What follows belongs to an exercise in optimizing a design on an open flow for small area; a production flow would make more cautious choices. At most, simulation tests tie the RTL to the original design; equivalence was not proved. Power figures rest on the tool's default switching activity, not on a simulated workload.

gamma:
==> flow/design.v <==
`timescale 1ns / 1ps
module PharmacyMem(
    input [4:0] studentID ,
    input clk,
    input [1:0] mode ,  
    input [7:0] checkInTime,
    output reg [4:0] listOutput,
    output reg listBusy ,
    output reg ready,
    input rst  
	);
reg [3:0] last;           
reg [3:0] ptr;            
reg [12:0] slot [1:10];   
wire ins = (mode == 2'd2) && (last != 4'd10);
wire del = (mode == 2'd3) && (last != 4'd0);
function lt8(input [7:0] a, input [7:0] b);
	integer j;
	begin
		lt8 = 1'b0;
		for (j = 0; j < 8; j = j + 1)
			lt8 = (~a[j] & b[j]) | ((~a[j] | b[j]) & lt8);
	end
endfunction
wire [3:0] sel = mode[1] ? last : ptr;
reg  [7:0] rtime;
reg  [4:0] rid;
integer r;
always @* begin
	rtime = 8'd0;
	rid = 5'd0;
	for (r = 1; r <= 10; r = r + 1) begin
		rtime = rtime | ({8{last == r}} & slot[r][7:0]);
		rid = rid | ({5{sel == r}} & slot[r][12:8]);
	end
end
wire [12:0] rdata = {rid, rtime};
wire [12:0] newe = {studentID, checkInTime};
reg [12:0] a [1:10];
reg nza [1:10];
reg sw;
reg [12:0] tq;
integer c, q;
always @* begin
	for (q = 1; q <= 10; q = q + 1) begin
		a[q] = (last == q - 1) ? newe : slot[q];
		nza[q] = ins && (last >= q - 1) && (|a[q][12:8]);
	end
	for (c = 10; c >= 2; c = c - 1) begin
		sw = nza[c] && lt8(a[c][7:0], a[c/2][7:0]);
		tq = a[c/2];
		if (sw) begin a[c/2] = a[c]; a[c] = tq; nza[c/2] = 1'b1; end
	end
end
reg [7:0] st [1:10];
reg nzd [1:10];
reg sl [1:4];
reg sr [1:4];
reg [7:0] tp;
integer p, k;
always @* begin
	for (k = 1; k <= 10; k = k + 1) begin
		st[k] = slot[k][7:0];
		nzd[k] = del && (k < last) && (|slot[k][12:8]);
	end
	st[1] = rdata[7:0];
	for (p = 1; p <= 4; p = p + 1) begin
		sl[p] = nzd[2*p] && lt8(st[2*p], st[p]) &&
		        (lt8(st[2*p], st[2*p+1]) || !nzd[2*p+1]);
		sr[p] = nzd[2*p+1] && lt8(st[2*p+1], st[p]) &&
		        lt8(st[2*p+1], st[2*p]);
		tp = st[p];
		if (sl[p]) begin st[p] = st[2*p]; st[2*p] = tp; end
		if (sr[p]) begin st[p] = st[2*p+1]; st[2*p+1] = tp; end
	end
end
reg [12:0] d [1:10];
reg [12:0] tz;
integer m;
always @* begin
	for (m = 1; m <= 10; m = m + 1) d[m] = a[m];
	if (mode == 2'd3) d[1] = rdata;
	for (m = 1; m <= 4; m = m + 1) begin
		tz = d[m];
		if (sl[m]) begin d[m] = d[2*m]; d[2*m] = tz; end
		if (sr[m]) begin d[m] = d[2*m+1]; d[2*m+1] = tz; end
	end
end
integer w;
always @(posedge clk) begin
	for (w = 1; w <= 10; w = w + 1) slot[w] <= d[w];
	if (rst) begin
		last <= 4'd0;
		ptr <= 4'd1;
		listBusy <= 1'b0;
		ready <= 1'b0;
		listOutput <= 5'd0;
	end else if (ins) begin
		last <= last + 4'd1;
		ptr <= 4'd1;
		listBusy <= 1'b0;
	end else if (del) begin
		last <= last - 4'd1;
		ptr <= 4'd1;
		listBusy <= 1'b0;
	end else if (mode == 2'd0) begin
		if (ptr <= last) begin
			listBusy <= 1'b1;
			ready <= 1'b0;
			listOutput <= rdata[12:8];
			ptr <= ptr + 4'd1;
		end else begin
			listBusy <= 1'b0;
			ready <= 1'b1;
			ptr <= 4'd1;
		end
	end
end
endmodule
==> flow/config.mk <==
export PLATFORM = sky130hd
export DESIGN_NAME = PharmacyMem
export DESIGN_NICKNAME = PharmacyMem
export VERILOG_FILES = /design/flow/design.v
export SDC_FILE = /design/flow/constraint.sdc
export NUM_CORES = 4
export LEC_CHECK = 0
export ABC_AREA = 1
export CAP_MARGIN = 20
export CORE_MARGIN = 2
export CORE_UTILIZATION = 40
export GPL_TIMING_DRIVEN = 0
export SETUP_SLACK_MARGIN = 0
export SLEW_MARGIN = 20
==> flow/constraint.sdc <==
create_clock -name core_clock -period 11.0 [get_ports {clk}]
set_input_delay 2.2000 -clock core_clock [delete_from_list [all_inputs] [get_ports {clk}]]
set_output_delay 2.2000 -clock core_clock [all_outputs]
set_load 0.01 [all_outputs]
standard.sh (not shown) runs the stock make flow with config.mk's settings and CLKGATE_MAP_FILE= SYNTH_SCRIPT=/design/flow/synth_recipe.tcl, a recipe that flattens the netlist after the stock synthesis.
==> flow/flow/run.sh <==
#!/bin/bash
# Standard ORFS layout (standard.sh), with one change: Yosys's ABC step maps
# the logic with the area-oriented script in flow/abc_area.script.
set -euo pipefail
work=$(pwd)
rm -rf "$work/scripts_abc"
cp -r "$FLOW_HOME/scripts" "$work/scripts_abc"
cp "$work/flow/abc_area.script" "$work/scripts_abc/abc_area.script"
cp "$work/flow/abc_area.script" "$work/scripts_abc/abc_speed.script"
sed "s#^make -C #make SCRIPTS_DIR=$work/scripts_abc -C #" standard.sh > standard_abc.sh
grep -q "SCRIPTS_DIR=" standard_abc.sh
bash standard_abc.sh > "$work/flow_make.log" 2>&1
==> flow/flow/abc_area.script <==
strash
dch
amap -m
topo
stime -c
buffer -c
upsize -c
dnsize -c
Edits applied to the flow inputs when going from gamma to delta:
-- flow/design.v --
<<< gamma, line 24
endfunction
wire [3:0] sel = mode[1] ? last : ptr;
reg  [7:0] rtime;
reg  [4:0] rid;
integer r;
always @* begin
	rtime = 8'd0;
	rid = 5'd0;
	for (r = 1; r <= 10; r = r + 1) begin
		rtime = rtime | ({8{last == r}} & slot[r][7:0]);
		rid = rid | ({5{sel == r}} & slot[r][12:8]);
	end
end
wire [12:0] rdata = {rid, rtime};
wire [12:0] newe = {studentID, checkInTime};
reg [12:0] a [1:10];
>>> delta, line 24
endfunction
wire [3:0] sel = mode[1] ? last : ptr;
reg  [12:0] rdata;
integer r;
always @* begin
	rdata = slot[1];
	for (r = 2; r <= 10; r = r + 1)
		if (sel == r) rdata = slot[r];
end
wire [12:0] newe = {studentID, checkInTime};
reg [12:0] a [1:10];
<<< gamma, line 44
always @* begin
	for (q = 1; q <= 10; q = q + 1) begin
		a[q] = (last == q - 1) ? newe : slot[q];
		nza[q] = ins && (last >= q - 1) && (|a[q][12:8]);
	end
	for (c = 10; c >= 2; c = c - 1) begin
>>> delta, line 39
always @* begin
	for (q = 1; q <= 10; q = q + 1) begin
		a[q] = (q == last + 1) ? newe : slot[q];
		nza[q] = ins && (q <= last + 1) && (|a[q][12:8]);
	end
	for (c = 10; c >= 2; c = c - 1) begin
==> comparison <==
Summary — overall global routing resource usage, delta relative to gamma: higher, by 3.2 points.
After synthesis and placement, the instance count of delta is above that of gamma.
Changes observed in delta relative to gamma: post-route cell area picked up an extra about 9%; sequential share of cell area went down; data arrival time of the critical path higher; number of fill cells saw an increase; post-layout worst setup margin fell 0.062 ns.
Lower portion of total power attributed to the clock network was reported by delta, not gamma.
Ratio of final minimum period to clock period, delta and gamma: larger value in delta
When delta is measured against gamma, its number of optimization iterations in the first detailed-route pass turns out 1 lower.
Comparing delta against gamma, there is no change at all in number of clock sinks seen by CTS.
[delta] core utilization rose 2.7 points relative to gamma
Compared with gamma, delta is the more power-hungry design.
Of delta and gamma, the run reporting the higher multi-input combinational gate total was delta.
No functional check of the RTL was part of gamma.

PharmacyMem, a different RTL version from the one above (not shown whole).
Size in the first run: roughly 1600 cells after synthesis, ~24 I/O pins, about 11000 um^2 of cells after synthesis.
==> module PharmacyMem, before the edit <==
module PharmacyMem(
    input [4:0] studentID ,
    input clk,
    input [1:0] mode ,  
    input [7:0] checkInTime,
    output reg [4:0] listOutput,
    output reg listBusy ,
    output reg ready,
    input rst  
	);
reg [3:0] last;           
reg [3:0] ptr;            
reg [12:0] slot [1:10];   
wire ins = (mode == 2'd2) && (last != 4'd10);
wire del = (mode == 2'd3) && (last != 4'd0);
wire mdel = (mode == 2'd3);
function lt8(input [7:0] a, input [7:0] b);
	integer j;
	begin
		lt8 = 1'b0;
		for (j = 0; j < 8; j = j + 1)
			lt8 = (~a[j] & b[j]) | ((~a[j] | b[j]) & lt8);
	end
endfunction
function [7:0] tm(input [12:0] e); tm = e[7:0]; endfunction
function nz(input [12:0] e); nz = |e[12:8]; endfunction
wire [3:0] sel = mode[1] ? last : ptr;
reg  [7:0] rtime;
reg  [4:0] rid;
integer r;
always @* begin
	rtime = 8'd0;
	rid = {5{sel == 4'd0}} & studentID;
	for (r = 1; r <= 10; r = r + 1) begin
		rtime = rtime | ({8{last == r}} & slot[r][7:0]);
		rid = rid | ({5{sel == r}} & slot[r][12:8]);
	end
end
wire [12:0] x = {rid, rtime};
wire [12:0] xw = {rid, rtime | ({8{last == 4'd0}} & checkInTime)};
wire [12:0] newe = {studentID, checkInTime};
reg [12:0] a [1:10];
reg za [1:10];
integer q;
always @* begin
	for (q = 1; q <= 10; q = q + 1) begin
		a[q] = (last == q - 1) ? newe : slot[q];
		za[q] = ins && (last >= q - 1) && nz(a[q]);
	end
end
wire c89 = lt8(tm(a[8]), tm(a[9]));
wire c67 = lt8(tm(a[6]), tm(a[7]));
wire i5 = za[10] && lt8(checkInTime, tm(slot[5]));
wire [12:0] b5  = (i5 || last == 4'd4) ? newe : slot[5];
wire [12:0] b10 = i5 ? slot[5] : a[10];
wire zb5 = za[5] || i5;
wire i4r = za[9] && lt8(tm(a[9]), tm(slot[4]));
wire i4l = za[8] && (i4r ? c89 : lt8(tm(a[8]), tm(slot[4])));
wire [12:0] t4 = i4r ? a[9] : a[4];
wire [12:0] b9 = i4r ? a[4] : a[9];
wire [12:0] b4 = i4l ? a[8] : t4;
wire [12:0] b8 = i4l ? t4 : a[8];
wire zb4 = za[4] || i4r || i4l;
wire i3r = za[7] && lt8(tm(a[7]), tm(slot[3]));
wire [12:0] t3 = i3r ? a[7] : a[3];
wire i3l = za[6] && lt8(tm(a[6]), tm(t3));
wire [12:0] b7 = i3r ? a[3] : a[7];
wire [12:0] b3 = i3l ? a[6] : t3;
wire [12:0] b6 = i3l ? t3 : a[6];
wire zb3 = za[3] || i3r || i3l;
wire i2r = zb5 && lt8(tm(b5), tm(slot[2]));
wire c45 = lt8(tm(b4), tm(b5));
wire i2l = zb4 && (i2r ? c45 : lt8(tm(b4), tm(slot[2])));
wire [12:0] t2 = i2r ? b5 : a[2];
wire [12:0] c5 = i2r ? a[2] : b5;
wire [12:0] c2 = i2l ? b4 : t2;
wire [12:0] c4 = i2l ? t2 : b4;
wire zc2 = za[2] || i2r || i2l;
wire i1r = zb3 && lt8(tm(b3), tm(slot[1]));
wire i1l = zc2 && (i1r ? lt8(tm(c2), tm(b3)) : lt8(tm(c2), tm(slot[1])));
wire [7:0] u2 = tm(slot[2]), u3 = tm(slot[3]), u4 = tm(slot[4]), u5 = tm(slot[5]);
wire [7:0] u6 = tm(slot[6]), u7 = tm(slot[7]), u8 = tm(slot[8]), u9 = tm(slot[9]);
reg zd [1:10];
integer k;
always @* for (k = 1; k <= 10; k = k + 1) zd[k] = del && (k < last) && nz(slot[k]);
wire c23 = lt8(u2, u3), c32 = lt8(u3, u2);
wire c54 = lt8(u5, u4);
wire c76 = lt8(u7, u6);
wire c98 = lt8(u9, u8);
wire kl1 = zd[2] && (c23 || !zd[3]), kr1 = zd[3] && c32;
wire kl2 = zd[4] && (c45 || !zd[5]), kr2 = zd[5] && c54;
wire kl3 = zd[6] && (c67 || !zd[7]), kr3 = zd[7] && c76;
wire kl4 = zd[8] && (c89 || !zd[9]), kr4 = zd[9] && c98;
wire [7:0] m1 = kr1 ? u3 : u2;
wire [7:0] m2 = kr2 ? u5 : u4;
wire [7:0] m3 = kr3 ? u7 : u6;
wire [7:0] m4 = kr4 ? u9 : u8;
wire g1 = lt8(m1, rtime);
wire s1l = kl1 && g1, s1r = kr1 && g1;
wire [7:0] q2 = s1l ? rtime : u2;
wire [7:0] q3 = s1r ? rtime : u3;
wire g2 = lt8(m2, q2);
wire s2l = kl2 && g2, s2r = kr2 && g2;
wire g3 = lt8(m3, q3);
wire s3l = kl3 && g3, s3r = kr3 && g3;
wire [7:0] q4 = s2l ? q2 : u4;
wire g4 = lt8(m4, q4);
wire s4l = kl4 && g4, s4r = kr4 && g4;
reg sl [1:4];
reg sr [1:4];
always @* begin
	sl[1] = s1l; sr[1] = s1r;
	sl[2] = s2l; sr[2] = s2r;
	sl[3] = s3l; sr[3] = s3r;
	sl[4] = s4l; sr[4] = s4r;
end
wire [12:0] p1 = (mdel || last == 4'd0) ? xw : slot[1];
wire to_l = i1l || sl[1];                
wire to_r = (i1r && !i1l) || sr[1];      
wire l_r  = i1l && i1r;                  
wire l_p  = (i1l && !i1r) || sl[1];      
wire r_p  = i1r || sr[1];                
wire [12:0] d1 = to_l ? c2 : (to_r ? b3 : p1);
wire [12:0] d2 = l_r ? b3 : (l_p ? p1 : c2);
wire [12:0] d3 = r_p ? p1 : b3;
wire [12:0] e2 = sl[2] ? c4 : (sr[2] ? c5 : d2);
wire [12:0] e4 = sl[2] ? d2 : c4;
wire [12:0] e5 = sr[2] ? d2 : c5;
wire [12:0] e3 = sl[3] ? b6 : (sr[3] ? b7 : d3);
wire [12:0] e6 = sl[3] ? d3 : b6;
wire [12:0] e7 = sr[3] ? d3 : b7;
wire [12:0] f4 = sl[4] ? b8 : (sr[4] ? b9 : e4);
wire [12:0] f8 = sl[4] ? e4 : b8;
wire [12:0] f9 = sr[4] ? e4 : b9;
always @(posedge clk) begin
	slot[1] <= d1;  slot[2] <= e2;  slot[3] <= e3;  slot[4] <= f4;
	slot[5] <= e5;  slot[6] <= e6;  slot[7] <= e7;  slot[8] <= f8;
	slot[9] <= f9;  slot[10] <= b10;
	if (rst) begin
		last <= 4'd0;
		ptr <= 4'd1;
		listBusy <= 1'b0;
		ready <= 1'b0;
		listOutput <= 5'd0;
	end else if (ins) begin
		last <= last + 4'd1;
		ptr <= 4'd1;
		listBusy <= 1'b0;
	end else if (del) begin
		last <= last - 4'd1;
		ptr <= 4'd1;
		listBusy <= 1'b0;
	end else if (mode == 2'd0) begin
		if (ptr <= last) begin
			listBusy <= 1'b1;
			ready <= 1'b0;
			listOutput <= rid;
			ptr <= ptr + 4'd1;
		end else begin
			listBusy <= 1'b0;
			ready <= 1'b1;
			ptr <= 4'd1;
		end
	end
end
endmodule
export LEC_CHECK = 0
export ABC_AREA = 1
export CAP_MARGIN = 20
export CORE_MARGIN = 2
export CORE_UTILIZATION = 40
export CTS_BUF_LIST = sky130_fd_sc_hd__clkbuf_8
export GPL_TIMING_DRIVEN = 0
export SETUP_SLACK_MARGIN = 0
export SLEW_MARGIN = 20
create_clock -name core_clock -period 11.0 [get_ports {clk}]
==> flow/flow/run.sh <==
#!/bin/bash
# Standard ORFS layout (standard.sh), with two changes: Yosys's ABC step maps
# the logic with the area-oriented script in flow/abc_area.script, and the
# port buffers are buf_2 cells.
set -euo pipefail
work=$(pwd)
rm -rf "$work/scripts_abc"
cp -r "$FLOW_HOME/scripts" "$work/scripts_abc"
cp "$work/flow/abc_area.script" "$work/scripts_abc/abc_area.script"
cp "$work/flow/abc_area.script" "$work/scripts_abc/abc_speed.script"
sed "s#^make -C #make SCRIPTS_DIR=$work/scripts_abc BUFFER_PORTS_ARGS=\"-buffer_cell sky130_fd_sc_hd__buf_2\" -C #" standard.sh > standard_abc.sh
grep -q "SCRIPTS_DIR=" standard_abc.sh
bash standard_abc.sh > "$work/flow_make.log" 2>&1
==> flow/flow/abc_area.script <==
strash
dch
amap -m -F 3 -A 8 -C 1000
strash
dch
amap -m -F 3 -A 8 -C 1000
strash
dch
amap -m -F 3 -A 8 -C 1000
strash
dch
amap -m -F 3 -A 8 -C 1000
strash
dch
amap -m -F 3 -A 8 -C 1000
strash
dch
amap -m -F 3 -A 8 -C 1000
strash
dch
amap -m -F 3 -A 8 -C 1000
topo
stime -c
buffer -c
upsize -c
dnsize -c
Edit:
--- a/flow/design.v
+++ b/flow/design.v
@@ -32,5 +32,5 @@
 always @* begin
 	rtime = 8'd0;
-	rid = {5{sel == 4'd0}} & studentID;
+	rid = 5'd0;
 	for (r = 1; r <= 10; r = r + 1) begin
 		rtime = rtime | ({8{last == r}} & slot[r][7:0]);
@@ -39,5 +39,4 @@
 end
 wire [12:0] x = {rid, rtime};
-wire [12:0] xw = {rid, rtime | ({8{last == 4'd0}} & checkInTime)};
 wire [12:0] newe = {studentID, checkInTime};
 reg [12:0] a [1:10];
@@ -56,6 +55,6 @@
 wire [12:0] b10 = i5 ? slot[5] : a[10];
 wire zb5 = za[5] || i5;
-wire i4r = za[9] && lt8(tm(a[9]), tm(slot[4]));
-wire i4l = za[8] && (i4r ? c89 : lt8(tm(a[8]), tm(slot[4])));
+wire i4r = za[9] && lt8(tm(a[9]), tm(a[4]));
+wire i4l = za[8] && (i4r ? c89 : lt8(tm(a[8]), tm(a[4])));
 wire [12:0] t4 = i4r ? a[9] : a[4];
 wire [12:0] b9 = i4r ? a[4] : a[9];
@@ -63,14 +62,13 @@
 wire [12:0] b8 = i4l ? t4 : a[8];
 wire zb4 = za[4] || i4r || i4l;
-wire i3r = za[7] && lt8(tm(a[7]), tm(slot[3]));
+wire i3r = za[7] && lt8(tm(a[7]), tm(a[3]));
+wire i3l = za[6] && (i3r ? c67 : lt8(tm(a[6]), tm(a[3])));
 wire [12:0] t3 = i3r ? a[7] : a[3];
-wire i3l = za[6] && lt8(tm(a[6]), tm(t3));
 wire [12:0] b7 = i3r ? a[3] : a[7];
 wire [12:0] b3 = i3l ? a[6] : t3;
 wire [12:0] b6 = i3l ? t3 : a[6];
 wire zb3 = za[3] || i3r || i3l;
-wire i2r = zb5 && lt8(tm(b5), tm(slot[2]));
-wire c45 = lt8(tm(b4), tm(b5));
-wire i2l = zb4 && (i2r ? c45 : lt8(tm(b4), tm(slot[2])));
+wire i2r = zb5 && lt8(tm(b5), tm(a[2]));
+wire i2l = zb4 && (i2r ? lt8(tm(b4), tm(b5)) : lt8(tm(b4), tm(a[2])));
 wire [12:0] t2 = i2r ? b5 : a[2];
 wire [12:0] c5 = i2r ? a[2] : b5;
@@ -78,6 +76,6 @@
 wire [12:0] c4 = i2l ? t2 : b4;
 wire zc2 = za[2] || i2r || i2l;
-wire i1r = zb3 && lt8(tm(b3), tm(slot[1]));
-wire i1l = zc2 && (i1r ? lt8(tm(c2), tm(b3)) : lt8(tm(c2), tm(slot[1])));
+wire i1r = zb3 && lt8(tm(b3), tm(a[1]));
+wire i1l = zc2 && (i1r ? lt8(tm(c2), tm(b3)) : lt8(tm(c2), tm(a[1])));
 wire [7:0] u2 = tm(slot[2]), u3 = tm(slot[3]), u4 = tm(slot[4]), u5 = tm(slot[5]);
 wire [7:0] u6 = tm(slot[6]), u7 = tm(slot[7]), u8 = tm(slot[8]), u9 = tm(slot[9]);
@@ -86,5 +84,5 @@
 always @* for (k = 1; k <= 10; k = k + 1) zd[k] = del && (k < last) && nz(slot[k]);
 wire c23 = lt8(u2, u3), c32 = lt8(u3, u2);
-wire c54 = lt8(u5, u4);
+wire c45 = lt8(u4, u5), c54 = lt8(u5, u4);
 wire c76 = lt8(u7, u6);
 wire c98 = lt8(u9, u8);
@@ -116,5 +114,5 @@
 	sl[4] = s4l; sr[4] = s4r;
 end
-wire [12:0] p1 = (mdel || last == 4'd0) ? xw : slot[1];
+wire [12:0] p1 = mdel ? x : a[1];
 wire to_l = i1l || sl[1];                
 wire to_r = (i1r && !i1l) || sr[1];      
=>
- The new run went through all stages and came out clean
- core utilization falls by 0.85 points
- clock-buffer cell count drops by 1
- critical path depth rose by 3
- clock power came out lower by 6.9%
- total power rises by 2.9%
- final cell count rose by 2.4%
No functional check of the RTL was part of the first run of this note.

==> re-timing with driven ports <==
No port has a modelled driver above. Below, the same layouts with a new extraction and two added sets of constraints. Step 1: set_driving_cell puts a clkbuf_16 on clk and a buf_2 on each other input, an assumption about the parent block. Step 2 also shifts input and output timing later by t, the mid clock arrival at the registers, as if the neighbouring blocks saw the same clock. Three values: ideal, step 1, step 2; two values: the first two.
run	shift t [ns]	setup WS [ns]	worst hold slack (ns)	worst setup path after step 2	worst data-port slew with drivers (ns)
gamma	0.522	0.272 / 0.293 / -0.229	0.506 / 0.506 / 0.506	input to register	0.06
delta	0.518	0.209 / 0.215 / -0.302	0.451 / 0.451 / 0.451	input to register	0.08
the first run of note 2	0.550	0.372 / 0.381 / -0.170	0.455 / 0.455 / 0.455	input to register	0.04
the second run of note 2	0.548	0.255 / 0.262 / -0.286	0.478 / 0.478 / 0.478	input to register	0.04
Met with ideal ports but missed after step 2: setup timing in every run listed. For the first run of note 2, which loses most, drivers alone change the setup slack by +0.009 ns; drivers and shift together by -0.542 ns.
